This design comes from an exercise in tuning for a short achievable clock period and few clock cycles on the open sky130 flow, not from production work. Function was checked by simulation only, so behaviour that the tests miss may differ from the original.

## run a
==> flow/design.v (excerpt) <==
module opc6cpu(
    input[15:0] din,             
    input clk,
    input reset_b,
    input[1:0] int_b,            
    input clken,                 
    output vpa,
    output vda,
    output vio,
    output[15:0] dout,           
    output[15:0] address,        
    output rnw);                 
    localparam MOV=5'h0,AND=5'h1,OR=5'h2,XOR=5'h3,ADD=5'h4,ADC=5'h5,STO=5'h6,LD=5'h7,ROR=5'h8,JSR=5'h9,SUB=5'hA,SBC=5'hB,INC=5'hC,LSR=5'hD,DEC=5'hE,ASR=5'hF;
    localparam HLT=5'h10,BSWP=5'h11,PPSR=5'h12,GPSR=5'h13,RTI=5'h14,NOT=5'h15,OUT=5'h16,IN=5'h17,PUSH=5'h18,POP=5'h19,CMP=5'h1A,CMPC=5'h1B;
    localparam EI=3,S=2,C=1,Z=0,INT_VECTOR0=16'h0002,INT_VECTOR1=16'h0004;
    function [16:0] add16(input [15:0] a, input [15:0] b, input ci);
        reg [15:0] p, gg, pp, gn, pn;
        reg [16:0] c;
        integer i, d;
        begin
            p = a ^ b;
            gg = a; pp = p;
            for (d = 1; d < 16; d = d * 2) begin
                gn = gg; pn = pp;
                for (i = d; i < 16; i = i + 1) begin
                    gn[i] = pp[i] ? gg[i-d] : gg[i];
                    pn[i] = pp[i] & pp[i-d];
                end
                gg = gn; pp = pn;
            end
            c[0] = ci;
            for (i = 1; i < 17; i = i + 1) c[i] = pp[i-1] ? ci : gg[i-1];
            add16 = {c[16], p ^ c[15:0]};
        end
    endfunction
    function zero16(input [15:0] a, input [15:0] b, input ci);
        reg [15:0] k;
        begin
            k = {a[14:0] | b[14:0], ci};
  ...
Size in the first run: about 4,100 cells after synthesis, roughly 430 flip-flops, about 0.035 mm2 of cells after synthesis.
Settings: LEC_CHECK=0, CAP_MARGIN=40, CORE_MARGIN=2, CORE_UTILIZATION=40, SETUP_SLACK_MARGIN=4, SLEW_MARGIN=40; clock period 8.0 ns.
run.sh (not shown) runs the stock make flow with config.mk's settings and CLKGATE_MAP_FILE= SYNTH_SCRIPT=/design/flow/synth_recipe.tcl, a recipe that flattens the netlist after the stock synthesis.
Testbench counts of run a, summed over its fixed seeds: cycles 110,478.
Setup changes, run a to run b
diff --git a/flow/design.v b/flow/design.v
--- a/flow/design.v
+++ b/flow/design.v
@@ -44,20 +44,21 @@
     reg [15:0] RF_q[14:1];
     reg [15:0] PC_q, PCI_q;
     reg [3:0]  PSRI_q;
     reg [7:0]  PSR_q;
     reg [4:0]  op_q;
     reg [3:0]  src_q, dst_q;
     reg        ld_q, sto_q, wbk_q, io_q, src15_q, dst15_q, pred_q, direct_q;
     reg        c_log, c_add, c_sub, c_xor, c_gpsr, c_not, c_bswp, c_shr, c_def, c_ppsr, c_cmp, c_jsr, c_rti, c_wr;
     reg [15:0] OR_q, A_q, B_q, OPD_q, OPX_q;
     reg        cin_q;
+    reg [15:0] F1S_q;      
     reg        rst_q;
     reg [1:0]  intb_q;
     reg [15:0] addr_q, dout_q;
     reg        vpa_q, vda_q, vio_q, rnw_q;
     assign address = addr_q;
     assign dout    = dout_q;
     assign vpa     = vpa_q;
     assign vda     = vda_q;
     assign vio     = vio_q;
     assign rnw     = rnw_q;
@@ -122,21 +123,21 @@
     wire [15:0] nb1     = rti_d ? PCI_q  : PC_p1;       
     wire [15:0] nb2     = rti_d ? PCI_p1 : PC_p2;       
     wire [15:0] val_src = (d_src==4'hF) ? PC_p1 : src_f;    
     wire [15:0] val_dst = (d_dst==4'hF) ? PC_p1 : dst_f;
     wire [15:0] ex_src  = (d_src==4'hF) ? nb1 : src_f;      
     wire [15:0] ex_dst  = (d_dst==4'hF) ? nb1 : dst_f;
     wire [15:0] d_opd   = d_useor ? d_or : ex_src;
     wire        d_smem  = !d_long && (d_ld || d_sto);
     wire        d_sjmp  = !d_long && !d_page2 && (din[11:8]==4'h0) && (d_dst==4'hF) && !hw_int && !rti_d;
     wire        d_direct= d_smem && (d_op!=PUSH) && !rti_d;
-    wire [15:0] f1_src  = src15_q ? PC_p1 : B_q;
+    wire [15:0] f1_src  = F1S_q;
     wire        f1_mem  = ld_q || sto_q;
     wire [16:0] f1_add  = add16(f1_src, din, 1'b0);
     wire [15:0] f1_sum  = f1_add[15:0];
     wire [15:0] f1_ea   = ((dst_q==4'h0) && !f1_mem) ? din : f1_sum;
     wire        f1_z    = zero16(f1_src, din, 1'b0);
     wire        f1_jmp  = c_jsr || ((op_q==MOV) && dst15_q);
     wire [15:0] e_src   = src15_q ? PC_q : B_q;
     wire [16:0] e_add   = add16(e_src, OR_q, 1'b0);
     wire [15:0] e_ea    = e_add[15:0];
     wire [16:0] B_a1    = add16(B_q, 16'd1, 1'b0);
@@ -159,20 +160,21 @@
                 {c_log,c_add,c_sub,c_xor,c_gpsr,c_not,c_bswp,c_shr,c_def} <= {d_log,d_add,d_sub,d_xor,d_gpsr,d_not,d_bswp,d_shr,d_def};
                 c_ppsr  <= (d_op==PPSR);
                 c_cmp   <= d_cmp;
                 c_jsr   <= (d_op==JSR);
                 c_rti   <= (d_op==RTI);
                 c_wr    <= d_wr;
                 cin_q   <= d_sub ? (din[8] ? C_next : 1'b1) : (din[8] & C_next);
                 OR_q    <= d_or;
                 A_q     <= ex_dst;
                 B_q     <= src_f;
+                F1S_q   <= (d_src==4'hF) ? nb2 : src_f;
                 OPD_q   <= d_opd;
                 OPX_q   <= d_opd ^ {16{d_sub}};
                 dout_q  <= val_dst;
                 pred_q  <= p;
                 direct_q<= d_direct;
             end
             if (s_fet1) begin
                 OR_q   <= f1_ea;
                 OPD_q  <= f1_ea;
                 OPX_q  <= f1_ea ^ {16{c_sub}};
==> summary.txt <==
Comparing run b against run a, there is no change at all in total count of hold-check failures in the final report.
Cells: run b has fewer instances than run a
Relative to run a, the area of all sequential standard cells measured on run b has increased by a few percent.
Higher met1 layer usage reported by global route among run b and run a: run a
The most common cell after layout, fill and taps aside comes out nand2_1 in one run and nor2_1 in the other, namely in run b and run a respectively.
Diff run a -> run b: worst setup margin picked up an extra 490 ps, synthesized cell count lost 2.4%, fraction of area in multi-input gates lost 0.86 points, placer congestion estimate lost 0.0058.
Compared with run a, in run b combined area of the multi-input logic cells lower; arrival time at the worst endpoint lower.
Compared run b vs run a, and area growth from synthesis to layout is down in run b.
Testbench counts of run b, summed over its fixed seeds: cycles 110,478.

what the ideal ports hide:
In the flow no input, the clock included, has a driving cell. The finished layouts below were timed again as built, in two steps.
Step 1: set_driving_cell puts a clkbuf_16 on clk and a buf_2 on each other input, an assumption about the parent block.
Step 2, shift: input delay + t, output delay - t, t = (earliest + latest rising clock arrival at the registers) / 2. This alone moves slack from input paths to output paths.
Slacks: ideal ports / drivers / drivers and shift; pairs: ideal ports / drivers.
run | t, ns | setup WS [ns] | hold slack, ns | worst data-port slew with drivers (ns) | pins driven straight from the clock port
run a | 0.717 | 3.341 / 3.341 / 2.756 | 0.577 / 0.577 / 0.577 | 0.16 | 1
run b | 0.716 | 3.831 / 3.830 / 3.125 | 0.669 / 0.669 / 0.669 | 0.20 | 1
After both steps every run listed still meets setup and hold. For run b, which loses most, drivers alone change the setup slack by -0.001 ns; drivers and shift together by -0.706 ns.
